This design comes from an exercise in tuning for small area on the open sky130 flow, not from production work.
Function was checked by simulation only, so behaviour that the tests miss may differ from the original.

==> design.v <==
module add16_rca(
    input [15:0] a,
    input [15:0] b,
    input ci,
    output [15:0] s
);
wire [16:0] c;
assign c[0] = ci;
genvar k;
generate for (k = 0; k < 16; k = k + 1) begin : g
    assign s[k] = a[k] ^ b[k] ^ c[k];
    assign c[k+1] = (a[k] & b[k]) | (a[k] & c[k]) | (b[k] & c[k]);
end endgenerate
endmodule
module cordic_pipeline_top(
    input clk,
    input rst_n,
    input en,
    input mode,
    input [15:0] xi,
    input [15:0] yi,
    input [15:0] zi,
    output [15:0] xo,
    output [15:0] yo,
    output [15:0] zo,
    output valid
);
reg [5:0] valid_r;
always @(posedge clk or negedge rst_n)
    if (!rst_n) valid_r <= 6'b0;
    else valid_r <= {valid_r[4:0], en};
assign valid = valid_r[5];
wire d0 = mode ? yi[15] : ~zi[15];
wire [15:0] x1, y1;
add16_rca ux0(.a(xi), .b(yi ^ {16{d0}}), .ci(d0), .s(x1));
add16_rca uy0(.a(yi), .b(xi ^ {16{~d0}}), .ci(~d0), .s(y1));
wire [15:0] z1;
add16_rca uz0(.a(zi), .b(16'h3244 ^ {16{d0}}), .ci(d0), .s(z1));
reg [15:0] xr0, yr0, zr0;
reg mr0;
always @(posedge clk) begin
    xr0 <= x1;
    yr0 <= y1;
    zr0 <= z1;
    mr0 <= mode;
end
wire d1 = mr0 ? yr0[15] : ~zr0[15];
wire [15:0] x2, y2;
add16_rca ux1(.a(xr0), .b({{1{yr0[15]}}, yr0[15:1]} ^ {16{d1}}), .ci(d1), .s(x2));
add16_rca uy1(.a(yr0), .b({{1{xr0[15]}}, xr0[15:1]} ^ {16{~d1}}), .ci(~d1), .s(y2));
wire [15:0] z2;
add16_rca uz1(.a(zr0), .b(16'h1DAC ^ {16{d1}}), .ci(d1), .s(z2));
wire d2 = mr0 ? y2[15] : ~z2[15];
wire [15:0] x3, y3;
add16_rca ux2(.a(x2), .b({{2{y2[15]}}, y2[15:2]} ^ {16{d2}}), .ci(d2), .s(x3));
add16_rca uy2(.a(y2), .b({{2{x2[15]}}, x2[15:2]} ^ {16{~d2}}), .ci(~d2), .s(y3));
wire [15:0] z3;
add16_rca uz2(.a(z2), .b(16'h0FAE ^ {16{d2}}), .ci(d2), .s(z3));
reg [15:0] xr1, yr1, zr1;
reg mr1;
always @(posedge clk) begin
    xr1 <= x3;
    yr1 <= y3;
    zr1 <= z3;
    mr1 <= mr0;
end
wire d3 = mr1 ? yr1[15] : ~zr1[15];
wire [15:0] x4, y4;
add16_rca ux3(.a(xr1), .b({{3{yr1[15]}}, yr1[15:3]} ^ {16{d3}}), .ci(d3), .s(x4));
add16_rca uy3(.a(yr1), .b({{3{xr1[15]}}, xr1[15:3]} ^ {16{~d3}}), .ci(~d3), .s(y4));
wire [15:0] z4;
add16_rca uz3(.a(zr1), .b(16'h07F5 ^ {16{d3}}), .ci(d3), .s(z4));
wire d4 = mr1 ? y4[15] : ~z4[15];
wire [15:0] x5, y5;
add16_rca ux4(.a(x4), .b({{4{y4[15]}}, y4[15:4]} ^ {16{d4}}), .ci(d4), .s(x5));
add16_rca uy4(.a(y4), .b({{4{x4[15]}}, x4[15:4]} ^ {16{~d4}}), .ci(~d4), .s(y5));
wire [15:0] z5;
add16_rca uz4(.a(z4), .b(16'h03FF ^ {16{d4}}), .ci(d4), .s(z5));
reg [15:0] xr2, yr2, zr2;
reg mr2;
always @(posedge clk) begin
    xr2 <= x5;
    yr2 <= y5;
    zr2 <= z5;
    mr2 <= mr1;
end
wire zin5 = (zr2[15:10] == {6{1'b0}}) | (zr2[15:10] == {6{1'b1}});   
wire d5 = mr2 ? yr2[15] : ~zr2[15];
wire [15:0] x6, y6;
add16_rca ux5(.a(xr2), .b({{5{yr2[15]}}, yr2[15:5]} ^ {16{d5}}), .ci(d5), .s(x6));
add16_rca uy5(.a(yr2), .b({{5{xr2[15]}}, xr2[15:5]} ^ {16{~d5}}), .ci(~d5), .s(y6));
wire d6 = mr2 ? y6[15] : (zin5 ? zr2[9] : ~zr2[15]);
wire [15:0] x7, y7;
add16_rca ux6(.a(x6), .b({{6{y6[15]}}, y6[15:6]} ^ {16{d6}}), .ci(d6), .s(x7));
add16_rca uy6(.a(y6), .b({{6{x6[15]}}, x6[15:6]} ^ {16{~d6}}), .ci(~d6), .s(y7));
wire d7 = mr2 ? y7[15] : (zin5 ? zr2[8] : ~zr2[15]);
wire [15:0] x8, y8;
add16_rca ux7(.a(x7), .b({{7{y7[15]}}, y7[15:7]} ^ {16{d7}}), .ci(d7), .s(x8));
add16_rca uy7(.a(y7), .b({{7{x7[15]}}, x7[15:7]} ^ {16{~d7}}), .ci(~d7), .s(y8));
wire [15:0] zk3 = 16'd896 - ({13'b0, {d5, d6, d7}} << 8);
wire [15:0] zs3;
add16_rca uzs3(.a(zr2), .b(zk3), .ci(1'b0), .s(zs3));
reg [15:0] xr3, yr3, zr3;
reg mr3;
always @(posedge clk) begin
    xr3 <= x8;
    yr3 <= y8;
    zr3 <= zs3;
    mr3 <= mr2;
end
wire zin8 = (zr3[15:7] == {9{1'b0}}) | (zr3[15:7] == {9{1'b1}});   
wire d8 = mr3 ? yr3[15] : ~zr3[15];
wire [15:0] x9, y9;
add16_rca ux8(.a(xr3), .b({{8{yr3[15]}}, yr3[15:8]} ^ {16{d8}}), .ci(d8), .s(x9));
add16_rca uy8(.a(yr3), .b({{8{xr3[15]}}, xr3[15:8]} ^ {16{~d8}}), .ci(~d8), .s(y9));
wire d9 = mr3 ? y9[15] : (zin8 ? zr3[6] : ~zr3[15]);
wire [15:0] x10, y10;
add16_rca ux9(.a(x9), .b({{9{y9[15]}}, y9[15:9]} ^ {16{d9}}), .ci(d9), .s(x10));
add16_rca uy9(.a(y9), .b({{9{x9[15]}}, x9[15:9]} ^ {16{~d9}}), .ci(~d9), .s(y10));
wire d10 = mr3 ? y10[15] : (zin8 ? zr3[5] : ~zr3[15]);
wire [15:0] x11, y11;
add16_rca ux10(.a(x10), .b({{10{y10[15]}}, y10[15:10]} ^ {16{d10}}), .ci(d10), .s(x11));
add16_rca uy10(.a(y10), .b({{10{x10[15]}}, x10[15:10]} ^ {16{~d10}}), .ci(~d10), .s(y11));
wire [15:0] zk4 = 16'd112 - ({13'b0, {d8, d9, d10}} << 5);
wire [15:0] zs4;
add16_rca uzs4(.a(zr3), .b(zk4), .ci(1'b0), .s(zs4));
reg [15:0] xr4, yr4, zr4;
reg mr4;
always @(posedge clk) begin
    xr4 <= x11;
    yr4 <= y11;
    zr4 <= zs4;
    mr4 <= mr3;
end
wire zin11 = (zr4[15:4] == {12{1'b0}}) | (zr4[15:4] == {12{1'b1}});   
wire d11 = mr4 ? yr4[15] : ~zr4[15];
wire [15:0] x12, y12;
add16_rca ux11(.a(xr4), .b({{11{yr4[15]}}, yr4[15:11]} ^ {16{d11}}), .ci(d11), .s(x12));
add16_rca uy11(.a(yr4), .b({{11{xr4[15]}}, xr4[15:11]} ^ {16{~d11}}), .ci(~d11), .s(y12));
wire d12 = mr4 ? y12[15] : (zin11 ? zr4[3] : ~zr4[15]);
wire [15:0] x13, y13;
add16_rca ux12(.a(x12), .b({{12{y12[15]}}, y12[15:12]} ^ {16{d12}}), .ci(d12), .s(x13));
add16_rca uy12(.a(y12), .b({{12{x12[15]}}, x12[15:12]} ^ {16{~d12}}), .ci(~d12), .s(y13));
wire d13 = mr4 ? y13[15] : (zin11 ? zr4[2] : ~zr4[15]);
wire [15:0] x14, y14;
add16_rca ux13(.a(x13), .b({{13{y13[15]}}, y13[15:13]} ^ {16{d13}}), .ci(d13), .s(x14));
add16_rca uy13(.a(y13), .b({{13{x13[15]}}, x13[15:13]} ^ {16{~d13}}), .ci(~d13), .s(y14));
wire [15:0] zk5 = 16'd14 - ({13'b0, {d11, d12, d13}} << 2);
wire [15:0] zs5;
add16_rca uzs5(.a(zr4), .b(zk5), .ci(1'b0), .s(zs5));
reg [15:0] xr5, yr5, zr5;
reg mr5;
always @(posedge clk) begin
    xr5 <= x14;
    yr5 <= y14;
    zr5 <= zs5;
    mr5 <= mr4;
end
wire zin14 = (zr5[15:1] == {15{1'b0}}) | (zr5[15:1] == {15{1'b1}});   
wire d14 = mr5 ? yr5[15] : ~zr5[15];
wire [15:0] x15, y15;
add16_rca ux14(.a(xr5), .b({{14{yr5[15]}}, yr5[15:14]} ^ {16{d14}}), .ci(d14), .s(x15));
add16_rca uy14(.a(yr5), .b({{14{xr5[15]}}, xr5[15:14]} ^ {16{~d14}}), .ci(~d14), .s(y15));
wire [15:0] zk6 = 16'd1 - ({15'b0, d14} << 1);
wire [15:0] zs6;
add16_rca uzs6(.a(zr5), .b(zk6), .ci(1'b0), .s(zs6));
assign xo = x15;
assign yo = y15;
assign zo = zs6;
endmodule
==> flow/run.sh <==
#!/bin/bash
# The standard layout (standard.sh) with two changes:
#  - synthesis leaves the adders to ABC (no full/half adder cells extracted first);
#  - the port buffers use the smallest buffer cell.
set -euo pipefail
export ADDER_MAP_FILE=
export BUFFER_PORTS_ARGS="-buffer_cell sky130_fd_sc_hd__buf_1"
bash standard.sh > standard_flow.log 2>&1
==> standard.sh <==
#!/bin/bash
# synth_recipe.tcl (not shown) runs the flow's synth.tcl, then flattens the netlist and writes it again
# the make line also repeats each setting of config.mk as NAME=value (left out here)
make -C /OpenROAD-flow-scripts/flow DESIGN_CONFIG=/design/flow/config.mk WORK_HOME=/design/flow/orfs CLKGATE_MAP_FILE= SYNTH_SCRIPT=/design/flow/synth_recipe.tcl "${@:-finish}"
==> config.mk <==
export PLATFORM = sky130hd
export DESIGN_NAME = cordic_pipeline_top
export DESIGN_NICKNAME = cordic_pipeline_top
export VERILOG_FILES = /design/flow/design.v
export SDC_FILE = /design/flow/constraint.sdc
export NUM_CORES = 4
export LEC_CHECK = 0
export ABC_AREA = 1
export CAP_MARGIN = 20
export CORE_MARGIN = 2
export CORE_UTILIZATION = 55
export CTS_BUF_LIST = sky130_fd_sc_hd__clkbuf_8 sky130_fd_sc_hd__clkbuf_16
export CTS_CLUSTER_DIAMETER = 100
export CTS_CLUSTER_SIZE = 30
export GPL_TIMING_DRIVEN = 0
export SLEW_MARGIN = 20
==> constraint.sdc <==
create_clock -name core_clock -period 8.0 [get_ports {clk}]
set_input_delay 1.6000 -clock core_clock [delete_from_list [all_inputs] [get_ports {clk}]]
set_output_delay 1.6000 -clock core_clock [all_outputs]
set_load 0.01 [all_outputs]
==> results of run 1 <==
## placed cells by master, fill, tap and decap left out, types with 5 or more instances in the layout
master,instances
a21oi_1,42
buf_1,104
buf_4,30
buf_6,17
clkbuf_1,24
clkbuf_16,19
clkbuf_8,5
dfrtp_1,6
dfxtp_1,286
dfxtp_2,5
inv_1,356
inv_2,10
inv_4,5
maj3_1,41
maj3_2,9
nand2_1,1662
nand2_2,290
nand2_4,19
nand3_1,86
nand3_2,53
nand4_1,8
nor2_1,115
nor4_1,5
o21ai_0,42
o21ai_1,8
o21ai_2,5
o21ai_4,6
or2_1,22
or2_2,288
or2_4,15
xnor2_1,328
xor2_1,477
xor2_2,11
## cell type report
class / count / share of cell area (%)
buffer: 67 / 1.70
clock buffer: 19 / 1.55
tap: 680 / 2.77
clock inverter: 13 / 0.705
timing repair buffer: 128 / 1.98
sequential: 299 / 19.7
multi-input combinational: 3565 / 67.0
antenna: 1 / 0.00816
inverter: 374 / 4.66
## how the worst min path moves through the flow
stage / end / startpoint / depth (start not counted) / slack, ps
after floorplan: zr3[0] / zr2[0] / 0 / 310
after global placement: zr4[0] / zr3[0] / 0 / 310
after detailed placement: zr3[3] / zr2[3] / 0 / 310
after CTS: zr3[4] / zr2[4] / 0 / 330
after global routing: zr3[0] / zr2[0] / 0 / 340
final: zr3[4] / zr2[4] / 0 / 330
## layer usage
layer / wire length (um) / track usage [%]
met4: 1330 / 4.98
met2: 29700 / 42.0
met3: 1090 / 1.89
met5: 0 / 0
met1: 28000 / 27.9
## per-stage QoR
| step | hold WS, ps | setup TNS [ps] |
|---|---|---|
| floorplan | 310 | 0 |
| global placement | 310 | -548 |
| detailed placement | 312 | -580 |
| CTS | 334 | 0 |
| global route | 344 | -122 |
| finish | 334 | 0 |
## synthesized netlist by cell type (4+ instances only)
master / n
buf_2: 4
nand2_2: 284
o21ai_0: 52
or2_4: 15
clkbuf_1: 25
inv_2: 10
nand4_1: 8
nand3_1: 93
a21oi_1: 43
dfrtp_1: 6
dfxtp_1: 293
nand3_2: 47
maj3_1: 50
o21ai_4: 4
nor2_1: 116
inv_1: 359
buf_1: 9
xor2_1: 484
nand2_4: 17
nor4_1: 5
or2_1: 22
or2_2: 288
xor2_2: 4
clkbuf_8: 5
nand2_1: 1672
buf_6: 21
xnor2_1: 330
## kinds of logic (layout without fill, tap and decap cells)
logic type      Yosys count  after routing  share of synthesized area [%]
flops                   299            299                           21.3
xor+xnor                819            819                           25.5
other cells               0              1                              0
mux                       2              2                         0.0842
fa+ha+maj                50             50                           1.77
simple gates           2578           2578                           42.1
compound gates          116            116                           2.39
buf+inv                 441            601                           6.76
## what timing repair did
action                                  4_1_cts  5_1_grt
setup buffers                                 4       26
endpoints found under the setup margin        4       48
cloned                                        0        0
pin swaps                                     3       10
gates resized for setup                      21       71
==> summary.txt, run 1 <==
- The chip width is 231 um.
- For this run, the number of standard cells in the final layout without fillers is 5,146.
- The final antenna-violating net count is 0.
- The post-route minimum period is between 7000 and 8000 ps.
- The I/O pin total is around 100.
- The register area is about 6000 um2.
- The first global-routing pass estimated ~100,000 um of wire.
- The flow ran to the end and the layout has no timing, DRC or antenna violations.
- The critical path runs through a total of 22 cells.
- The global-route usage over all layers is 22.5%.
- The worst setup slack after layout is 270 ps.
- On the final layout, the worst clock skew is between 20 and 25 ps.
- The worst hold path belongs to the class reg -> reg.
- The clock reaches the later pin of the worst-skew pair after about 560 ps.
- By area the synthesized netlist is led by nand2_1 22%, dfxtp_1 21%, xor2_1 15%.
- The number of global-route vias before repair came to between 20,000 and 25,000.
- The buffering stage count on the worst path with inverters included is 3.
- The aggregate global routing overflow is 0.
- The number of antenna violations at the first check in global routing was 0.
- CTS built an H-tree with a depth of 1.
- After clock tree synthesis, the clock-pin slew on the worst setup and hold paths is roughly 100 ps.
- The type of destination of the critical path is an output port.
- The violation count after the first detailed-route iteration is 817.
- For this configuration, the core starts out at a cell density of 55.4%.
- The count of max-cap constraint violations is 0.
- The clock tree from TritonCTS is built.
- The worst register-to-register path ends at yr4[15].
- Setup violations remaining at the end of the flow were counted as 0.
- The total clock sinks is 299.
- The hold violation count in the final report is 0.
- Measured on the finished design, the core utilization comes to 60.2%.
- The largest net degree at the start of global routing is 31.
- The largest delay contributor family on the critical path is adder cells.
- At the worst endpoint, the arrival time is 6130 ps.
- In the final layout, the multi-input gates occupy 20,500 um2.
- The wire-length estimate of the detail-placed layout is approximately 52,000 um.
- The post-placement cell count is 5,083.
- The floorplan step defined a die boundary enclosing 53,100 um2.
- Timing would allow up to 0.129 GHz.
- The worst-case clock buffer depth is 3.
- Following the worst setup path forward leads to its endpoint at zo[15].
- The launching point of the worst reg2reg path is mr3.
- On the worst path, the slowest cell contributes a delay of 390 ps.
- The final routed wirelength across all metal layers is 60,200 um.
- Yosys mapped the design onto 54 distinct sky130hd cell types.
- The length of the first detailed-routing pass in iterations is 5.
- Cells with a size suffix above 1 make up between 10% and 20% of the layout.
- A synthesized cell averages 6.56 um2.
- The number of pins with negative max-slew slack in the final report is 0.
- The filler cell count is 5,005.
- In this run the core area contains 83 standard-cell rows.
- The ratio of routed vias to standard cells is around 4.6.
- The worst register-to-register path has a setup slack of 680 ps.
- The worst reg2reg path depth is a little under 80.
- The critical path starts at yr5[15].
- The maximum fanout count along the critical path is 10.
- The launching element type of the critical path is a flip-flop.
- In this run the vertical extent of the chip is 231 um.
- The detailed-route DRC error count is 0.
- The routed wirelength normalized by instance count is 11.7 um.
- OpenSTA, run right after detailed placement, puts the worst setup slack at -316 ps.
- The signal on the critical path passes through inv_1 > nand2_1 > nand2_4 > inv_4 > nor2_1 > o21ai_1 > maj3_1 > maj3_1 > maj3_1 > maj3_1 > maj3_1 > maj3_1 > maj3_2 > a21oi_2 > nand2_1 > nand2_1 > a21oi_1 > maj3_1 > maj3_1 > maj3_1 > xor2_2 > clkbuf_2.
- The congestion estimate from routability-driven global placement came to between 0.8 and 0.9.
- The number of buffers inserted by hold repair at cts is 0.
- Counting the buffers created by CTS gives 18.
- The cell with the largest stage delay on the worst path is maj3_1.
- The synthesized netlist occupies a cell area of 28,200 um2.
- The root buffer selected by CTS is clkbuf_16.
- From synthesis to final layout, the design area changed by 8.72%.
- The fraction of post-synthesis cell area in the top cell type by area is about 22%.
- The cell count after synthesis came out at 4,305.
- The net count of the finished layout is 4,505.
- At the pin with the least slew margin, the transition time is 814 ps.
- The largest total area in the synthesized netlist belongs to nand2_1.
- For this run, the leading register cell type out of synthesis is dfxtp_1.
- The total area inside the core boundary comes to 51,000 um2.
- The number of synthesized register bits is 299.
- Summing all non-filler instances in the final layout gives an area of around 30,000 um2.
- The total number of yosys warnings is 1.
- The placed instances occupy a cell area of 29,400 um2.
- The share of the Yosys chip area taken by registers is 21.3%.
- The via count is ~24,000.
- The worst pin sits at a relative slew slack of 45.2%.
- The number of synthesized flops with an enable pin is 0.
- The port buffer count is 98.
- The required time of the critical path is approximately 6400 ps.
- The fraction of registers with async set or reset after synthesis is 2.01%.
- The share of the cycle needed by the critical path after routing is 96.6%.
- The critical path is of the reg -> out type.
- The number of nets in the synthesized netlist is 4,357.
- The most common cell type on the critical path is maj3_1.
==> run 2: changes to the inputs <==
--- a/config.mk
+++ b/config.mk
@@ -8,9 +8,9 @@
 export ABC_AREA = 1
 export CAP_MARGIN = 20
 export CORE_MARGIN = 2
-export CORE_UTILIZATION = 55
+export CORE_UTILIZATION = 45
 export CTS_BUF_LIST = sky130_fd_sc_hd__clkbuf_8 sky130_fd_sc_hd__clkbuf_16
 export CTS_CLUSTER_DIAMETER = 100
 export CTS_CLUSTER_SIZE = 30
-export GPL_TIMING_DRIVEN = 0
+export PLACE_DENSITY = 0.7
 export SLEW_MARGIN = 20
==> summary.txt, run 2 <==
- Ranked by instance count, the synthesized netlist is headed by 1,672 x nand2_1, 484 x xor2_1, 359 x inv_1.
- The delay of the slowest cell on the worst path was 400 ps (about the same).
- The largest net degree at the start of global routing was 31 (unchanged).
- The post-placement cell count came to 5,210 (+2.5%).
- The share of the cycle needed by the critical path after routing was 96.2% (-0.41 points).
- The hold violation count in the final report came to 0 (unchanged).
- The number of buffers added by the clock tree synthesis step came to 17 (-1).
- STA classifies the critical path endpoint as an output port.
- The number of nets in the synthesized netlist is 4,357 (unchanged).
- The setup violation total in the final timing report came to 0 (unchanged).
- The critical path in this run is classified as reg -> out.
- The number of rows created at floorplan is 91 (+9.6%).
- The fraction of post-synthesis cell area in the top cell type by area is 22.2% (unchanged).
- The relative max-transition margin was 43.5% (-1.6 points).
- The detailed-route DRC error count is 0 (unchanged).
- The launching element type of the critical path is a flip-flop.
- The length of the first detailed-routing pass in iterations is 5 (unchanged).
- The first-pass GRT wire length is 92,000 um (-6.3%).
- The placer congestion estimate is 0.876 (-0.53%).
- The fraction of the yosys area taken by sequential cells is 21.3% (unchanged).
- The library cell used most frequently in the layout, excluding fill and tap cells, is nand2_1.
- The insertion delay to the later sink of the worst-skew pair came to 550 ps (about the same).
- The count of max-cap constraint violations is 0 (unchanged).
- The final hold slack is 334 ps (-0.537 ps).
- Yosys attributes the largest share of cell area to nand2_1 22%, dfxtp_1 21%, xor2_1 15%.
- The chip width is 254 um (+10%).
- The number of buffers inserted by hold repair at cts is 0 (unchanged).
- The non-filler instance count after layout is 5,276 (+2.5%).
- The total clock sinks is 299 (unchanged).
- The clock tree from TritonCTS is built.
- The final net count is 4,483 (-0.49%).
- The via count was 23,700 (-0.12%).
- The ratio of routed vias to standard cells came to 4.49 (-2.6%).
- The synthesized area came to 28,200 um2 (unchanged).
- The filler cell count was 6,122 (+22%).
- The path category of the worst min-delay check is reg -> reg.
- The critical path data arrival time is 6100 ps (-30 ps).
- The die area came to 64,700 um2 (+22%).
- The number of pins with negative max-slew slack in the final report is 0 (unchanged).
- The distinct cell type count after synthesis was 54 (unchanged).
- The detailed-placement wirelength estimate is 45,500 um (-12%).
- The flow ran to the end and the layout has no timing, DRC or antenna violations.
- The fraction of registers with async set or reset after synthesis is 2.01% (unchanged).
- The count of antenna diodes in the layout was 0 (-1).
- The violation count after the first detailed-route iteration came to 795 (-2.7%).
- The top cell types in the final layout, fill and taps aside, are 1,660 x nand2_1, 483 x xor2_1, 355 x inv_1, 329 x xnor2_1, 291 x nand2_2.
- The final clock skew came to 37.5 ps (+13.0 ps).
- The total number of yosys warnings is 1 (unchanged).
- Setup repair after global routing could not meet its margin everywhere.
- The final antenna-violating net count is 0 (unchanged).
- The gate count of the mapped netlist is 4,305 (unchanged).
- The port buffer count is 100 (+2.0%).
- In this design, the largest share of critical-path delay is due to adder cells.
- The number of synthesized flops with an enable pin is 0 (unchanged).
- The buffering stage count on the worst path with inverters included was 3 (unchanged).
- The effective utilization at floorplan is 45.7% (-9.7 points).
- The worst-case clock buffer depth is 3 (unchanged).
- The average footprint of a synthesized cell is 6.56 um2 (unchanged).
- The aggregate global routing overflow is 0 (unchanged).
- Counting stages on the worst path, the most repeated cell is maj3_1.
- The number of synthesized register bits came to 299 (unchanged).
- The global-route usage over all layers came to 16.8% (-5.7 points).
- The worst reg-to-reg setup slack was 690 ps (about the same).
- The floorplan die height is 254 um (+10%).
- The routed wirelength normalized by instance count is 10.2 um (-13%).
- Traced cell by cell, the critical path runs through nand2_1 > nand2_1 > inv_2 > buf_6 > nor2_1 > o21ai_1 > maj3_1 > maj3_1 > maj3_1 > maj3_1 > maj3_1 > maj3_1 > maj3_1 > a21oi_2 > nand2_1 > nand2_1 > a21oi_1 > maj3_2 > maj3_1 > maj3_1 > xor2_1 > clkbuf_2.
- The total core area is 61,800 um2 (+21%).
- The maximum fanout count along the critical path is 18 (+8).
- The worst-margin pin slew came to 838 ps (+24.4 ps).
- The required time of the critical path is 6400 ps (about the same).
- Summed over all instances, the cell type with the most area after synthesis is nand2_1.
- The depth of the CTS H-tree is 1 (unchanged).
- The post-route minimum period was 7700 ps (-32.8 ps).
- The signed area change from the synthesized netlist to the final layout is 8.54%.
- The number of global-route vias before repair is 21,600 (+2.8%).
- The predominant post-synthesis flop cell is dfxtp_1.
- The maximum clock rate is 0.130 GHz (+0.43%).
- The tree is rooted in a clkbuf_16.
- The share of final-layout standard cells stronger than drive strength 1 was 19.0% (+0.22 points).
- The cell with the largest stage delay on the worst path is maj3_1.
- The number of antenna violations at the first check in global routing was 0 (unchanged).
- The final routed wirelength across all metal layers is 53,800 um (-11%).
- The I/O pin total was 101 (unchanged).
- The post-CTS clock slew at the launch and capture registers of the worst setup and hold paths came to 90 ps (about the same).
- In the post-synthesis netlist, the cell with the most instances is nand2_1.
==> run 2: metal layers <==
metal	share of wire, %	track usage [%]
met1	45	19.0
met2	51	33.2
met3	2.1	1.57
met4	2.4	3.97
met5	0	0
==> run 2: worst paths after layout <==
check | startpoint | to | cells after the start
min | zr3[3] | zr4[3] | 0
max in group asynchronous | rst_n | valid_r[0] | 1
max reg2reg | mr4 | yr5[15] | 80
min reg2reg | zr3[3] | zr4[3] | 0
min in group asynchronous | rst_n | valid_r[5] | 1
max | zr5[15] | zo[15] | 22
==> run 2: metrics by stage <==
step                      util, %  TNS [ps]  instance area (um2)  setup WS, ps
final                        49.6         0                30600           302
after global placement       47.6         0                29500           205
after detailed placement     47.6         0                29500           156
after floorplan                 -         0                28200           336
after global routing         49.6     -62.2                30600         -24.1
after CTS                    48.6         0                30000          8.07
==> run 2: logic make-up (layout without fill, tap and decap cells) <==
group / Yosys count / count (layout) / share of synthesized area [%]
simple gates: 2578 / 2579 / 42.1
xor+xnor: 819 / 819 / 25.5
buf+inv: 441 / 573 / 6.76
flops: 299 / 299 / 21.3
compound gates: 116 / 117 / 2.39
fa+ha+maj: 50 / 50 / 1.77
mux: 2 / 2 / 0.0842
==> run 2: cell type report <==
class	count	area (um2)	area share, %
clock buffer	17	425	1.39
multi-input combinational	3567	20600	67.1
inverter	374	1440	4.68
sequential	299	6040	19.7
clock inverter	10	153	0.498
tap	837	1050	3.42
timing repair buffer	171	973	3.18
timing repair inverter	1	5.00	0.0163
==> run 2: repair_timing <==
item,4_1_cts,5_1_grt
endpoints found under the hold margin,0,0
buffers inserted,0,36
endpoints found under the setup margin,2,54
pin swaps,2,19
cloned,0,3
resized for setup,9,85
==> run 2: worst register-to-register path, delay by kind of cell, from the launching register on <==
family                 cells  cell delay, ps
AO/OA/AOI/OAI              1             250
XOR/XNOR                   2             390
buffers and inverters      4             580
flip-flops                 1             390
AND/OR/NAND/NOR           73            5590
==> run 3: changes to the inputs <==
--- a/config.mk
+++ b/config.mk
@@ -6,11 +6,10 @@
 export NUM_CORES = 4
 export LEC_CHECK = 0
 export ABC_AREA = 1
-export CAP_MARGIN = 20
+export CAP_MARGIN = 5
 export CORE_MARGIN = 2
-export CORE_UTILIZATION = 45
+export CORE_UTILIZATION = 55
 export CTS_BUF_LIST = sky130_fd_sc_hd__clkbuf_8 sky130_fd_sc_hd__clkbuf_16
 export CTS_CLUSTER_DIAMETER = 100
 export CTS_CLUSTER_SIZE = 30
-export PLACE_DENSITY = 0.7
-export SLEW_MARGIN = 20
+export SLEW_MARGIN = 5
==> summary.txt, run 3 <==
- The clock tree from TritonCTS is built.
- The gate count of the mapped netlist was 4,305 (unchanged).
- The synthesized area is 28,200 um2 (unchanged).
- The area of the multi-input gates is 20,500 um2 (-0.49%).
- The detailed-placement wirelength estimate came to 50,500 um (+11%).
- The final antenna-violating net count is 0 (unchanged).
- By area the synthesized netlist is led by nand2_1 22%, dfxtp_1 21%, xor2_1 15%.
- The total number of yosys warnings is 1 (unchanged).
- The number of pins with negative max-slew slack in the final report is 0 (unchanged).
- The post-route minimum period is 7690 ps (-5.54 ps).
- The number of rows created at floorplan is 83 (-8.8%).
- The critical path data arrival time is 6090 ps (about the same).
- The insertion delay to the later sink of the worst-skew pair is 560 ps (about the same).
- The final clock skew was 41.9 ps (+4.36 ps).
- The number of nets in the synthesized netlist is 4,357 (unchanged).
- The relative max-transition margin was 50.3% (+6.8 points).
- The fraction of the yosys area taken by sequential cells is 21.3% (unchanged).
- The worst-case clock buffer depth is 3 (unchanged).
- The number of global-route vias before repair was 20,600 (-4.6%).
- The cell with the most instances after synthesis is nand2_1.
- The first-pass GRT wire length is 95,400 um (+3.8%).
- The global-route usage over all layers came to 21.8% (+5.0 points).
- The post-CTS clock slew at the launch and capture registers of the worst setup and hold paths is 110 ps (+20 ps).
- The maximum fanout count along the critical path is 4 (-14).
- The effective utilization at floorplan is 55.4% (+9.7 points).
- The final routed wirelength across all metal layers is 58,800 um (+9.4%).
- The worst setup slack after layout is 308 ps (+5.54 ps).
- The number of buffers added by the clock tree synthesis step is 19 (+2).
- The placed standard-cell area is 29,300 um2 (-0.46%).
- The maximum clock rate is 0.130 GHz (about the same).
- The ratio of routed vias to standard cells is 4.59 (+2.2%).
- The placer congestion estimate is 0.869 (-0.86%).
- The launching element type of the critical path is a flip-flop.
- The number of buffers inserted by hold repair at cts is 0 (unchanged).
- The fraction of registers with async set or reset after synthesis was 2.01% (unchanged).
- The number of antenna violations at the first check in global routing is 0 (unchanged).
- The count of antenna diodes in the layout is 0 (unchanged).
- The number of synthesized flops with an enable pin is 0 (unchanged).
- The average footprint of a synthesized cell is 6.56 um2 (unchanged).
- The violation count after the first detailed-route iteration is 702 (-12%).
- Among all flip-flop cells after synthesis, the most frequent one is dfxtp_1.
- Summed over all instances, the cell type with the most area after synthesis is nand2_1.
- The die area is 53,100 um2 (-18%).
- The filler cell count is 5,134 (-16%).
- The share of final-layout standard cells stronger than drive strength 1 is 18.6% (-0.47 points).
- The path category of the worst min-delay check is reg -> reg.
- The I/O pin total is 101 (unchanged).
- The total clock sinks came to 299 (unchanged).
- The number of synthesized register bits is 299 (unchanged).
- The run finished with no timing, DRC or antenna violations.
- The total core area is 51,000 um2 (-18%).
- The chip width is 231 um (-9.4%).
- The floorplan die height is 231 um (-9.4%).
- The setup violation total in the final timing report is 0 (unchanged).
- The number of instances on the worst hold path is 0 (unchanged).
- The fraction of post-synthesis cell area in the top cell type by area is 22.2% (unchanged).
- The aggregate global routing overflow came to 0 (unchanged).
- The largest net degree at the start of global routing was 41 (+32%).
- The share of the cycle needed by the critical path after routing is 96.1% (about the same).
- The classification of the worst setup path is reg -> out.
- The worst setup timing slack at the placement stage was 165 ps (+9.00 ps).
- The required time of the critical path was 6400 ps (about the same).
- The area growth from synthesis to layout is 7.37%.
- The final net count is 4,473 (-0.22%).
- The length of the first detailed-routing pass in iterations is 4 (-1).
- The port buffer count came to 100 (unchanged).
- The distinct cell type count after synthesis is 54 (unchanged).
- The final hold slack is 335 ps (+1.25 ps).
- The worst-margin pin slew is 737 ps (-101 ps).
- The routed wirelength normalized by instance count is 11.5 um (+13%).
- The register area is 6030 um2 (about the same).
- The worst setup path is captured at an output port.
- The library cell used most frequently in the layout, excluding fill and tap cells, is nand2_1.
- The count of max-cap constraint violations was 0 (unchanged).
- The via count is 23,500 (-0.96%).
- The detailed-route DRC error count was 0 (unchanged).
- CTS placed an instance of clkbuf_16 at the clock tree root.
- The area of all placed cells without fillers is 30,300 um2 (-1.1%).
- The depth of the CTS H-tree was 1 (unchanged).
- The top cell types in the final layout, fill and taps aside, are 1,668 x nand2_1, 483 x xor2_1, 356 x inv_1, 330 x xnor2_1, 288 x or2_2.
- The worst reg2reg path depth was 76 (-5.0%).
- The hold violation count in the final report is 0 (unchanged).
- The commonest cells after synthesis are 1,672 x nand2_1, 484 x xor2_1, 359 x inv_1.
## run 3: cell count changes in the layout (fill, tap and decap cells not counted), moves of 3 or more
| cell | change |
|---|---|
| buf_6 | -6 |
| nand3_2 | -5 |
| nand3_1 | +6 |
| clkinv_8 | +4 |
| nand2_1 | +8 |
| inv_4 | -3 |
| nand2_2 | -7 |
| o21ai_0 | +3 |
## run 3: final timing paths
path | startpoint | endpoint | slack (ps)
setup / recovery | yr5[14] | xo[15] | 310
hold / removal | zr2[3] | zr3[3] | 340
setup reg to reg | mr2 | xr3[15] | 770
hold reg to reg | zr2[3] | zr3[3] | 340
max in group asynchronous | rst_n | valid_r[2] | 6880
min in group asynchronous | rst_n | valid_r[0] | 880
## run 3: cell type report
class,instances,area share [%]
well taps,680,2.81
clock buffers,20,1.61
multi-input cells,3566,67.5
repair buffers,161,2.78
clock inverters,13,0.661
flip-flops and latches,299,19.9
inverters,374,4.72
## run 3: repair_timing
item	4_1_cts	5_1_grt
buffers inserted	0	18
cloned	0	1
pin swaps	2	9
gates resized for setup	12	49
endpoints found under the setup margin	3	44
endpoints found under the hold margin	0	0
## run 3: metal layers
layer  GRT usage (%)  wire length, um
met4            4.11              925
met2            41.8            29900
met3            1.85             1310
met5               0                0
met1            26.3            26700
## run 3: metrics by stage
step                util (%)  setup TNS [ps]  instances
finish                  59.4               0       5113
detailed placement      57.5               0       5061
floorplan                  -               0       4305
global placement        57.5               0       5061
CTS                     58.9               0       5094
global route            59.4           -5.12       5113
## run 3: logic make-up (layout without fill, tap and decap cells)
group,Yosys count,after routing,share of synthesized area [%]
flip-flops,299,299,21.3
XOR/XNOR,819,819,25.5
AO/OA/AOI/OAI,116,116,2.39
buffers and inverters,441,568,6.76
AND/OR/NAND/NOR,2578,2579,42.1
adder cells (fa/ha/maj),50,50,1.77
multiplexers,2,2,0.0842
## run 3: critical path, cell delays in order, from the launching register on
cell and delay (ps):
dfxtp_2 350, inv_1 70, or2_2 290, o21ai_2 80, o21ai_1 130, maj3_2 330, maj3_1 370, maj3_2 330
maj3_2 320, maj3_1 370, maj3_2 330, maj3_1 370, maj3_1 380, maj3_1 380, maj3_2 330, maj3_2 330
maj3_2 340, o21ai_2 150, xor2_1 140, buf_2 140
==> run 4: changes to the inputs <==
--- a/config.mk
+++ b/config.mk
@@ -6,10 +6,10 @@
 export NUM_CORES = 4
 export LEC_CHECK = 0
 export ABC_AREA = 1
-export CAP_MARGIN = 5
+export CAP_MARGIN = 20
 export CORE_MARGIN = 2
 export CORE_UTILIZATION = 55
 export CTS_BUF_LIST = sky130_fd_sc_hd__clkbuf_8 sky130_fd_sc_hd__clkbuf_16
 export CTS_CLUSTER_DIAMETER = 100
 export CTS_CLUSTER_SIZE = 30
-export SLEW_MARGIN = 5
+export SLEW_MARGIN = 20
==> summary.txt, run 4 <==
- The count of max-cap constraint violations is 0 (unchanged).
- The hold violation count in the final report is 0 (unchanged).
- The final clock skew is 41.9 ps (unchanged).
- Clock tree synthesis selected as its root buffer the cell clkbuf_16.
- The floorplan die height is 231 um (unchanged).
- The end point of the most critical hold path is zr3[3].
- The number of nets in the synthesized netlist came to 4,357 (unchanged).
- The signed area change from the synthesized netlist to the final layout is 7.37% (unchanged).
- The cell with the most instances after synthesis is nand2_1.
- The critical path data arrival time is 6090 ps (about the same).
- The setup violation total in the final timing report is 0 (unchanged).
- The final antenna-violating net count was 0 (unchanged).
- The share of the cycle needed by the critical path after routing was 96.1% (unchanged).
- The violation count after the first detailed-route iteration came to 702 (unchanged).
- The count of antenna diodes in the layout came to 0 (unchanged).
- The effective utilization at floorplan is 55.4% (unchanged).
- The run finished with no timing, DRC or antenna violations.
- The number of pins with negative max-slew slack in the final report is 0 (unchanged).
- The insertion delay to the later sink of the worst-skew pair came to 560 ps (about the same).
- The global-route usage over all layers is 21.8% (unchanged).
- The final routed wirelength across all metal layers is 58,800 um (unchanged).
- The total core area came to 51,000 um2 (unchanged).
- In the synthesized netlist, the cells that appear most often are 1,672 x nand2_1, 484 x xor2_1, 359 x inv_1.
- The maximum clock rate came to 0.130 GHz (unchanged).
- The via count is 23,500 (unchanged).
- The depth of the CTS H-tree is 1 (unchanged).
- The final hold slack is 335 ps (unchanged).
- The number of buffers added by the clock tree synthesis step is 19 (unchanged).
- The total clock sinks is 299 (unchanged).
- The fraction of the yosys area taken by sequential cells is 21.3% (unchanged).
- Broken down by cell family, the worst path's largest delay share belongs to adder cells.
- The number of synthesized register bits is 299 (unchanged).
- The first-pass GRT wire length is 95,400 um (unchanged).
- In the post-synthesis netlist, the biggest area contributors are nand2_1 22%, dfxtp_1 21%, xor2_1 15%.
- The distinct cell type count after synthesis came to 54 (unchanged).
- The worst-margin pin slew is 737 ps (unchanged).
- The length of the first detailed-routing pass in iterations was 4 (unchanged).
- The endpoint of the most critical register-to-register path is xr3[15].
- The placer congestion estimate was 0.869 (unchanged).
- The classification of the worst setup path is reg -> out.
- The chip width is 231 um (unchanged).
- The clock tree from TritonCTS is built.
- The delay of the slowest cell on the worst path is 380 ps (about the same).
- In the synthesized netlist the dominant register cell turns out to be dfxtp_1.
- The number of rows created at floorplan is 83 (unchanged).
- The detailed-placement wirelength estimate is 50,500 um (unchanged).
- The ratio of routed vias to standard cells is 4.59 (unchanged).
- The total number of yosys warnings is 1 (unchanged).
- The worst reg2reg path depth is 76 (unchanged).
- The path class of the tightest hold or removal check is reg -> reg.
- The cell with the largest stage delay on the worst path is maj3_1.
- The post-route minimum period is 7690 ps (unchanged).
- The largest net degree at the start of global routing is 41 (unchanged).
- The synthesized design spends more area on one cell type than any other, namely nand2_1.
- The maximum fanout count along the critical path was 4 (unchanged).
- The post-CTS clock slew at the launch and capture registers of the worst setup and hold paths is 110 ps (about the same).
- The worst hold path begins at zr2[3].
- The final standard cell utilization of the core is 59.4% (unchanged).
- The die area is 53,100 um2 (unchanged).
- The worst setup path is launched from a flip-flop.
- The number of global-route vias before repair came to 20,600 (unchanged).
- The number of instances on the worst hold path is 0 (unchanged).
- The required time of the critical path came to 6400 ps (about the same).
- The share of final-layout standard cells stronger than drive strength 1 came to 18.6% (unchanged).
- The relative max-transition margin is 50.3% (unchanged).
- The worst-case clock buffer depth is 3 (unchanged).
- The average footprint of a synthesized cell is 6.56 um2 (unchanged).
- The fraction of registers with async set or reset after synthesis is 2.01% (unchanged).
- The detailed-route DRC error count is 0 (unchanged).
- The I/O pin total is 101 (unchanged).
- The gate count of the mapped netlist is 4,305 (unchanged).
- STA classifies the critical path endpoint as an output port.
- The fraction of post-synthesis cell area in the top cell type by area is 22.2% (unchanged).
- The worst reg-to-reg setup slack is 770 ps (about the same).
- The number of buffers inserted by hold repair at cts is 0 (unchanged).
- The most common cell type on the critical path is maj3_2.
- The synthesized area is 28,200 um2 (unchanged).
- The buffering stage count on the worst path with inverters included is 2 (unchanged).
- The worst register-to-register path begins at mr2.
- The start point of the critical path is yr5[14].
- The number of synthesized flops with an enable pin was 0 (unchanged).
- The port buffer count is 100 (unchanged).
- The top cell types in the final layout, fill and taps aside, are 1,668 x nand2_1, 483 x xor2_1, 356 x inv_1, 330 x xnor2_1, 288 x or2_2.
- Walking the worst path, the cells encountered are inv_1 > or2_2 > o21ai_2 > o21ai_1 > maj3_2 > maj3_1 > maj3_2 > maj3_2 > maj3_1 > maj3_2 > maj3_1 > maj3_1 > maj3_1 > maj3_2 > maj3_2 > maj3_2 > o21ai_2 > xor2_1 > buf_2.
- The aggregate global routing overflow is 0 (unchanged).
- The number of antenna violations at the first check in global routing is 0 (unchanged).
- The leading cell type in the layout, fill and taps excluded is nand2_1.
- The final net count is 4,473 (unchanged).
- The filler cell count is 5,134 (unchanged).
- The routed wirelength normalized by instance count came to 11.5 um (unchanged).
-- run 4: cell counts after synthesis --
No cell type changed its count.
-- run 4: worst max-delay path by stage --
| stage | to | slack [ps] | cells after the start |
|---|---|---|---|
| 5_1_grt | xr3[15] | -5 | 87 |
| 3_5_place_dp | xr0[15] | 160 | 19 |
| 6_report | xo[15] | 310 | 19 |
| 2_1_floorplan | xr0[15] | 340 | 18 |
| 4_1_cts | zo[15] | 8 | 22 |
| 3_3_place_gp | xr0[15] | 200 | 19 |
-- run 4: layer usage --
metal	wire, um	GRT usage (%)	share of wire [%]	vias to the layer above
li1	-	-	-	13200
met1	26700	26.3	45	10100
met2	29900	41.8	51	133
met3	1310	1.85	2.2	54
met4	925	4.11	1.6	0
met5	0	0	0	-
-- run 4: cell families (layout without fill, tap and decap cells) --
kind of cell             Yosys count  after routing  synth area share [%]
AND/OR/NAND/NOR                 2578           2579                  42.1
adder cells (fa/ha/maj)           50             50                  1.77
multiplexers                       2              2                0.0842
buffers and inverters            441            568                  6.76
XOR/XNOR                         819            819                  25.5
AO/OA/AOI/OAI                    116            116                  2.39
flip-flops                       299            299                  21.3
-- run 4: cell type report --
| type | instances | area [um2] | area share (%) |
|---|---|---|---|
| clock buffer | 20 | 489 | 1.61 |
| inverter | 374 | 1430 | 4.72 |
| sequential | 299 | 6030 | 19.9 |
| multi-input combinational | 3566 | 20500 | 67.5 |
| tap | 680 | 851 | 2.81 |
| clock inverter | 13 | 200 | 0.661 |
| timing repair buffer | 161 | 843 | 2.78 |
-- run 4: metrics by stage --
step | TNS (ps) | std cells | setup WS [ps] | instance area, um2
floorplan | 0 | 4305 | 336 | 28200
global placement | 0 | 5061 | 202 | 29300
detailed placement | 0 | 5061 | 165 | 29300
CTS | 0 | 5094 | 7.51 | 30000
global route | -5.12 | 5113 | -5.12 | 30300
finish | 0 | 5113 | 308 | 30300
-- run 4: worst register-to-register path: cells and delay by family (launching register included) --
| family | cells | cell delay [ps] |
|---|---|---|
| AND/OR/NAND/NOR | 69 | 5660 |
| AO/OA/AOI/OAI | 1 | 240 |
| XOR/XNOR | 3 | 440 |
| flip-flops | 1 | 390 |
| buffers and inverters | 3 | 390 |
-- run 4: timing repair --
action                     CTS  global route
buffers inserted             0            18
resized for setup           12            49
pin swaps                    2             9
setup endpoints to repair    3            44
cloned                       0             1
==> run 5: changes to the inputs <==
--- a/config.mk
+++ b/config.mk
@@ -12,4 +12,5 @@
 export CTS_BUF_LIST = sky130_fd_sc_hd__clkbuf_8 sky130_fd_sc_hd__clkbuf_16
 export CTS_CLUSTER_DIAMETER = 100
 export CTS_CLUSTER_SIZE = 30
+export PLACE_DENSITY = 0.75
 export SLEW_MARGIN = 20
==> summary.txt, run 5 <==
- The aggregate global routing overflow is 0 (unchanged).
- The start point of the critical path is yr5[15].
- The worst-case clock buffer depth is 3 (unchanged).
- The final antenna-violating net count came to 0 (unchanged).
- The total clock sinks is 299 (unchanged).
- The number of synthesized flops with an enable pin is 0 (unchanged).
- In this run the most critical hold path is launched from zr3[3].
- The placer congestion estimate came to 0.908 (+4.6%).
- The worst reg2reg path depth is 80 (+5.3%).
- The number of global-route vias before repair was 21,900 (+6.4%).
- The global-route met2 utilization came to 40.7% (-1.1 points).
- The number of pins with negative max-slew slack in the final report is 0 (unchanged).
- The total core area is 51,000 um2 (unchanged).
- The worst setup slack after layout was 277 ps (-30.7 ps).
- The maximum fanout count along the critical path is 4 (unchanged).
- The ratio of routed vias to standard cells is 4.68 (+2.1%).
- The floorplan die height is 231 um (unchanged).
- The final clock skew was 32.4 ps (-9.49 ps).
- In this run the critical register-to-register path is captured at xr3[15].
- The chip width is 231 um (unchanged).
- The fraction of post-synthesis cell area in the top cell type by area was 22.2% (unchanged).
- STA classifies the critical path startpoint as a flip-flop.
- The delay of the slowest cell on the worst path was 380 ps (about the same).
- The total number of yosys warnings is 1 (unchanged).
- The first-pass GRT wire length came to 92,500 um (-3.1%).
- The maximum clock rate is 0.129 GHz (-0.40%).
- Walking the worst path, the cells encountered are inv_1 > nand2_1 > nand2_1 > nand2_1 > nand2_1 > nor2_2 > o21ai_2 > maj3_2 > maj3_2 > maj3_2 > maj3_2 > maj3_1 > maj3_2 > maj3_1 > maj3_2 > maj3_2 > maj3_1 > maj3_1 > maj3_2 > o21ai_2 > xor2_1 > buf_2.
- Setup repair after global routing could not meet its margin everywhere.
- Leaving out fill and tap cells, the most frequent cell in the layout is nand2_1.
- The port buffer count is 100 (unchanged).
- The routed wirelength normalized by instance count is 10.7 um (-6.6%).
- The detailed-route DRC error count is 0 (unchanged).
- The number of buffers added by the clock tree synthesis step is 16 (-3).
- The worst reg-to-reg setup slack was 690 ps (-80 ps).
- The gate count of the mapped netlist is 4,305 (unchanged).
- The flow ran to the end and the layout has no timing, DRC or antenna violations.
- The length of the first detailed-routing pass in iterations is 5 (+1).
- Leaving out fill and tap cells, the most frequent cells in the layout are 1,660 x nand2_1, 474 x xor2_1, 357 x inv_1, 327 x xnor2_1, 291 x nand2_2.
- The final net count is 4,490 (+0.38%).
- The global routing usage on met3 is 1.82% (-0.037 points).
- The summed negative setup slack over all endpoints is 0 ps (unchanged).
- The layer flagged by global routing as most heavily used is met2.
- The post-CTS clock slew at the launch and capture registers of the worst setup and hold paths is 110 ps (about the same).
- The I/O pin total is 101 (unchanged).
- The depth of the CTS H-tree is 1 (unchanged).
- The number of synthesized register bits is 299 (unchanged).
- The effective utilization at floorplan is 55.4% (unchanged).
- Among all cell types in the netlist, the one instantiated most often is nand2_1.
- The fraction of registers with async set or reset after synthesis is 2.01% (unchanged).
- The count of max-cap constraint violations is 0 (unchanged).
- The type of destination of the critical path is an output port.
- The final hold slack is 334 ps (-1.70 ps).
- The predominant post-synthesis flop cell is dfxtp_1.
- The share of the cycle needed by the critical path after routing is 96.5% (+0.38 points).
- The number of antenna violations at the first check in global routing is 0 (unchanged).
- The post-placement cell count is 5,058 (-0.059%).
- The via count is 24,000 (+2.4%).
- The global-route usage over all layers is 20.4% (-1.4 points).
- In this run the critical register-to-register path is launched from mr2.
- The non-filler instance count after layout was 5,127 (+0.27%).
- The worst setup timing slack at the placement stage is 80.7 ps (-83.9 ps).
- The number of buffers inserted by hold repair at cts is 0 (unchanged).
- The buffering stage count on the worst path with inverters included is 2 (unchanged).
- The critical path data arrival time is 6120 ps (+30 ps).
- The relative max-transition margin came to 57.5% (+7.1 points).
- The number of nets in the synthesized netlist came to 4,357 (unchanged).
- The setup violation total in the final timing report is 0 (unchanged).
- The average footprint of a synthesized cell was 6.56 um2 (unchanged).
- The signed area change from the synthesized netlist to the final layout is 8.56%.
- The global routing met1 resource utilization is 22.5% (-3.8 points).
- The fraction of the yosys area taken by sequential cells is 21.3% (unchanged).
- The post-route minimum period is 7720 ps (+30.7 ps).
- The clock tree from TritonCTS is built.
- The number of instances on the worst hold path is 0 (unchanged).
- The cell with the largest stage delay on the worst path is maj3_1.
- The detailed-placement wirelength estimate came to 45,800 um (-9.2%).
- The commonest cells after synthesis are 1,672 x nand2_1, 484 x xor2_1, 359 x inv_1.
- The number of rows created at floorplan came to 83 (unchanged).
- The path category of the worst min-delay check is reg -> reg.
- The classification of the worst setup path is reg -> out.
- The end point of the most critical hold path is zr4[3].
- The final routed wirelength across all metal layers is 55,100 um (-6.4%).
- The largest net degree at the start of global routing is 32 (-22%).
- The share of final-layout standard cells stronger than drive strength 1 is 19.6% (+1.0 points).
- The die area came to 53,100 um2 (unchanged).
- The synthesized area is 28,200 um2 (unchanged).
- The count of antenna diodes in the layout came to 0 (unchanged).
- In this design, the critical path's most frequently occurring cell is maj3_2.
- The hold violation count in the final report came to 0 (unchanged).
- The largest delay contributor family on the critical path is adder cells.
- Summed over all instances, the cell type with the most area after synthesis is nand2_1.
- The final standard cell utilization of the core came to 60.1% (+0.66 points).
- The distinct cell type count after synthesis is 54 (unchanged).
- Ranked by total cell area, the synthesized netlist is headed by nand2_1 22%, dfxtp_1 21%, xor2_1 15%.
- The insertion delay to the later sink of the worst-skew pair was 540 ps (-20 ps).
- The violation count after the first detailed-route iteration is 865 (+23%).
- Clock tree synthesis selected as its root buffer the cell clkbuf_16.
- The worst-margin pin slew was 636 ps (-101 ps).
- The required time of the critical path is 6400 ps (about the same).
[run 5: how the worst max path moves through the flow]
stage              end  slack [ps]  cells past startpoint
2_1_floorplan  xr0[15]         340                     18
3_3_place_gp   xr0[15]         220                     19
3_5_place_dp    xo[15]          80                     20
4_1_cts         xo[15]          20                     22
5_1_grt        yr5[15]         -80                     85
6_report        xo[15]         280                     22
[run 5: per-layer routing]
metal	share of wire (%)	routed length [um]	vias to the layer above
met5	0	0	-
met4	3.0	1660	0
met3	2.0	1100	74
met2	51	28300	221
met1	44	24000	10500
li1	-	-	13200
[run 5: kinds of logic after synthesis]
kind of cell	after synthesis	share of synthesized area, %
flops	299	21.3
xor+xnor	819	25.5
compound gates	116	2.39
simple gates	2578	42.1
fa+ha+maj	50	1.77
buf+inv	441	6.76
mux	2	0.0842
[run 5: area by class of cell]
cell class                      instances  area (um2)
Clock buffer                           17         425
Clock inverter                         10         139
Fill cell                            4727       20400
Inverter                              374        1430
Multi-Input combinational cell       3568       20700
Sequential cell                       299        6040
Tap cell                              680         851
Timing Repair Buffer                  179        1050
[run 5: through the flow]
step / area [um2]
final: 30600
after global routing: 30600
after CTS: 29900
after detailed placement: 29300
after global placement: 29300
after floorplan: 28200
[run 5: what timing repair did]
action                     4_1_cts  5_1_grt
setup buffers                    4       35
setup endpoints to repair        3       46
hold endpoints to repair         0        0
gates resized for setup         14      111
pin swaps                        0       21
gates cloned                     0        3
==> run 6: changes to the inputs <==
--- a/config.mk
+++ b/config.mk
@@ -12,5 +12,5 @@
 export CTS_BUF_LIST = sky130_fd_sc_hd__clkbuf_8 sky130_fd_sc_hd__clkbuf_16
 export CTS_CLUSTER_DIAMETER = 100
 export CTS_CLUSTER_SIZE = 30
-export PLACE_DENSITY = 0.75
+export MIN_ROUTING_LAYER = met2
 export SLEW_MARGIN = 20
==> summary.txt, run 6 <==
- The run finished with no timing, DRC or antenna violations.
- The share of the cycle needed by the critical path after routing was 96.4% (about the same).
- The count of antenna diodes in the layout is 0 (unchanged).
- The min-delay analysis places its worst path in the category reg -> reg.
- The final routed wirelength across all metal layers is 62,300 um (+13%).
- The worst reg-to-reg setup slack is 660 ps (-30 ps).
- The number of antenna violations at the first check in global routing is 0 (unchanged).
- The summed negative setup slack over all endpoints came to 0 ps (unchanged).
- The I/O pin total is 101 (unchanged).
- The number of global-route vias before repair came to 32,100 (+47%).
- The insertion delay to the later sink of the worst-skew pair is 570 ps (+30 ps).
- The average footprint of a synthesized cell came to 6.56 um2 (unchanged).
- The root buffer selected by CTS is clkbuf_16.
- The number of synthesized flops with an enable pin is 0 (unchanged).
- The first-pass GRT wire length came to 99,700 um (+7.8%).
- The type of destination of the critical path is an output port.
- The distinct cell type count after synthesis is 54 (unchanged).
- The non-filler instance count after layout is 5,127 (unchanged).
- The via count was 33,900 (+41%).
- The worst setup timing slack at the placement stage is 99.7 ps (+19.0 ps).
- The final antenna-violating net count is 0 (unchanged).
- The relative max-transition margin was 45.2% (-12 points).
- The aggregate global routing overflow is 0 (unchanged).
- The total number of yosys warnings is 1 (unchanged).
- The clock tree from TritonCTS is built.
- The setup violation total in the final timing report is 0 (unchanged).
- Of all cell types, the one taking the most synthesized area is nand2_1.
- The number of buffers added by the clock tree synthesis step was 19 (+3).
- The critical path data arrival time came to 6120 ps (about the same).
- The end point of the most critical hold path is zr1[0].
- The detailed-route DRC error count is 0 (unchanged).
- The number of synthesized register bits is 299 (unchanged).
- The floorplan die height is 231 um (unchanged).
- The ratio of routed vias to standard cells is 6.61 (+41%).
- Setup repair after global routing could not meet its margin everywhere.
- The worst-case clock buffer depth came to 3 (unchanged).
- The hold violation count in the final report is 0 (unchanged).
- The leading cell type in the layout, fill and taps excluded is nand2_1.
- The chip width is 231 um (unchanged).
- The placer congestion estimate is 0.888 (-2.2%).
- The length of the first detailed-routing pass in iterations came to 6 (+1).
- The final clock skew is 20.5 ps (-11.9 ps).
- The classification of the worst setup path is reg -> out.
- The count of max-cap constraint violations is 0 (unchanged).
- Among all flip-flop cells after synthesis, the most frequent one is dfxtp_1.
- The fraction of the yosys area taken by sequential cells is 21.3% (unchanged).
- The die area was 53,100 um2 (unchanged).
- The maximum clock rate is 0.130 GHz (about the same).
- In the post-synthesis netlist, the biggest area contributors are nand2_1 22%, dfxtp_1 21%, xor2_1 15%.
- The worst-margin pin slew was 813 ps (+177 ps).
- The number of instances on the worst hold path is 0 (unchanged).
- The maximum fanout count along the critical path is 4 (unchanged).
- The routed wirelength normalized by instance count is 12.2 um (+13%).
- The share of final-layout standard cells stronger than drive strength 1 came to 19.5% (-0.16 points).
- The global-route usage over all layers is 34.6% (+14 points).
- The number of rows created at floorplan is 83 (unchanged).
- Leaving out fill and tap cells, the most frequent cells in the layout are 1,656 x nand2_1, 477 x xor2_1, 357 x inv_1, 328 x xnor2_1, 294 x nand2_2.
- The endpoint identified for the worst register-to-register timing path is yr5[15].
- The synthesized area is 28,200 um2 (unchanged).
- The launch point of the worst hold path is zr0[0].
- The total clock sinks came to 299 (unchanged).
- The worst reg2reg path depth is 81 (+1.3%).
- Ranked by instance count, the synthesized netlist is headed by 1,672 x nand2_1, 484 x xor2_1, 359 x inv_1.
- The startpoint identified for the worst register-to-register timing path is mr4.
- The final hold slack is 335 ps (+1.07 ps).
- The post-route minimum period was 7720 ps (-7.11 ps).
- The detailed-placement wirelength estimate was 50,800 um (+11%).
- The worst setup slack after layout came to 284 ps (+7.11 ps).
- The required time of the critical path was 6400 ps (about the same).
- The final standard cell utilization of the core is 60.0% (about the same).
- The post-placement cell count came to 5,062 (+0.079%).
- The gate count of the mapped netlist is 4,305 (unchanged).
- The effective utilization at floorplan was 55.4% (unchanged).
- The signed area change from the synthesized netlist to the final layout is 8.45% (about the same).
- The total core area is 51,000 um2 (unchanged).
- The number of nets in the synthesized netlist came to 4,357 (unchanged).
- The cell with the most instances after synthesis is nand2_1.
- The fraction of post-synthesis cell area in the top cell type by area is 22.2% (unchanged).
- The number of pins with negative max-slew slack in the final report came to 0 (unchanged).
- The largest net degree at the start of global routing is 40 (+25%).
- The depth of the CTS H-tree came to 1 (unchanged).
- The violation count after the first detailed-route iteration was 3,726 (+330%).
- The launching element type of the critical path is a flip-flop.
- The fraction of registers with async set or reset after synthesis is 2.01% (unchanged).
- The final net count is 4,487 (-0.067%).
- The post-CTS clock slew at the launch and capture registers of the worst setup and hold paths came to 110 ps (about the same).
- The port buffer count came to 100 (unchanged).
==> run 6: cell counts after synthesis <==
No cell type changed its count.
==> run 6: cell families after synthesis <==
logic type	synth area share, %
AOI/OAI and AO/OA	2.39
xor gates and xnor gates	25.5
adders and majority gates	1.77
buffers and inverters	6.76
DFF	21.3
muxes	0.0842
and+or+nand+nor	42.1
==> run 6: worst max-delay path by stage <==
stage	from	to	slack, ps	depth (start not counted)
detailed placement	zi[15]	xr0[15]	100	19
finish	yr5[14]	xo[15]	280	19
floorplan	zi[15]	xr0[15]	340	18
CTS	mr5	xo[15]	-8	22
global placement	zi[15]	xr0[15]	160	19
global route	mr2	xr3[15]	-90	76
==> run 6: cell type report <==
| cell class | count | area, um2 |
|---|---|---|
| fill | 5121 | 20400 |
| sequential | 299 | 6030 |
| inverter | 374 | 1430 |
| tap | 680 | 851 |
| clock inverter | 14 | 203 |
| timing repair buffer | 175 | 976 |
| multi-input combinational | 3566 | 20600 |
| clock buffer | 19 | 475 |
==> run 6: critical path, stage by stage, from the launching register on <==
cell     delay (ps)
dfxtp_1         360
inv_1            80
or2_2           300
o21ai_2         100
o21ai_2         100
maj3_2          320
maj3_1          370
maj3_1          380
maj3_2          330
maj3_1          370
maj3_1          370
maj3_1          380
maj3_2          330
maj3_2          320
maj3_2          320
maj3_1          370
maj3_2          340
o21ai_2         130
xor2_1          140
buf_2           140
==> run 6: routing by layer <==
layer	vias to the layer above	share of wire [%]	wire [um]	track usage, %
met4	10	6.4	3980	2.88
met2	7235	58	36100	44.6
li1	13100	-	-	-
met3	396	35	22000	45.0
met1	13100	0	0	-
met5	-	0.40	252	4.41
==> run 6: timing repair <==
item | CTS | global route
resized for setup | 8 | 94
pin swaps | 1 | 19
endpoints found under the hold margin | 0 | 0
setup endpoints to repair | 3 | 54
buffers inserted | 0 | 31
hold buffers | 0 | 0
gates cloned | 0 | 1
==> run 6: per-stage QoR <==
step                      area (um2)
after floorplan                28200
after global placement         29300
after detailed placement       29300
after CTS                      30000
after global routing           30600
final                          30600

static timing again, ports no longer ideal:
How much do the figures lean on ideal ports? The routed layouts below were timed once more, with nothing changed but the port constraints. Step 1: set_driving_cell puts a clkbuf_16 on clk and a buf_2 on each other input, an assumption about the parent block. Step 2 adds t to the input delays and takes it off the output delays; t is the mean of the earliest and latest rising clock arrival at the registers after step 1. Input paths then give back, and output paths get back, about the clock's delay inside the block. Slacks: ideal ports / drivers / drivers and shift; pairs: ideal ports / drivers.
| run | t (ns) | setup WS [ns] | worst hold slack (ns) | worst setup path after step 2 | cell pins on the clock port's net |
|---|---|---|---|---|---|
| run 1 | 0.603 | 0.270 / 0.212 / -0.140 | 0.334 / 0.334 / 0.334 | input to register | 1 |
| run 2 | 0.589 | 0.302 / 0.244 / 0.134 | 0.334 / 0.334 / 0.334 | input to register | 1 |
| run 3 | 0.603 | 0.308 / 0.250 / 0.160 | 0.335 / 0.335 / 0.335 | input to register | 1 |
| run 4 | 0.603 | 0.308 / 0.250 / 0.160 | 0.335 / 0.335 / 0.335 | input to register | 1 |
| run 5 | 0.587 | 0.277 / 0.216 / 0.130 | 0.334 / 0.334 / 0.334 | input to register | 1 |
| run 6 | 0.611 | 0.284 / 0.229 / 0.042 | 0.335 / 0.335 / 0.335 | input to register | 1 |
With both steps, setup timing fails in run 1, where it was met with ideal ports. The setup slack of run 1, which loses most, moves by -0.058 ns with the drivers and by -0.410 ns with both steps.
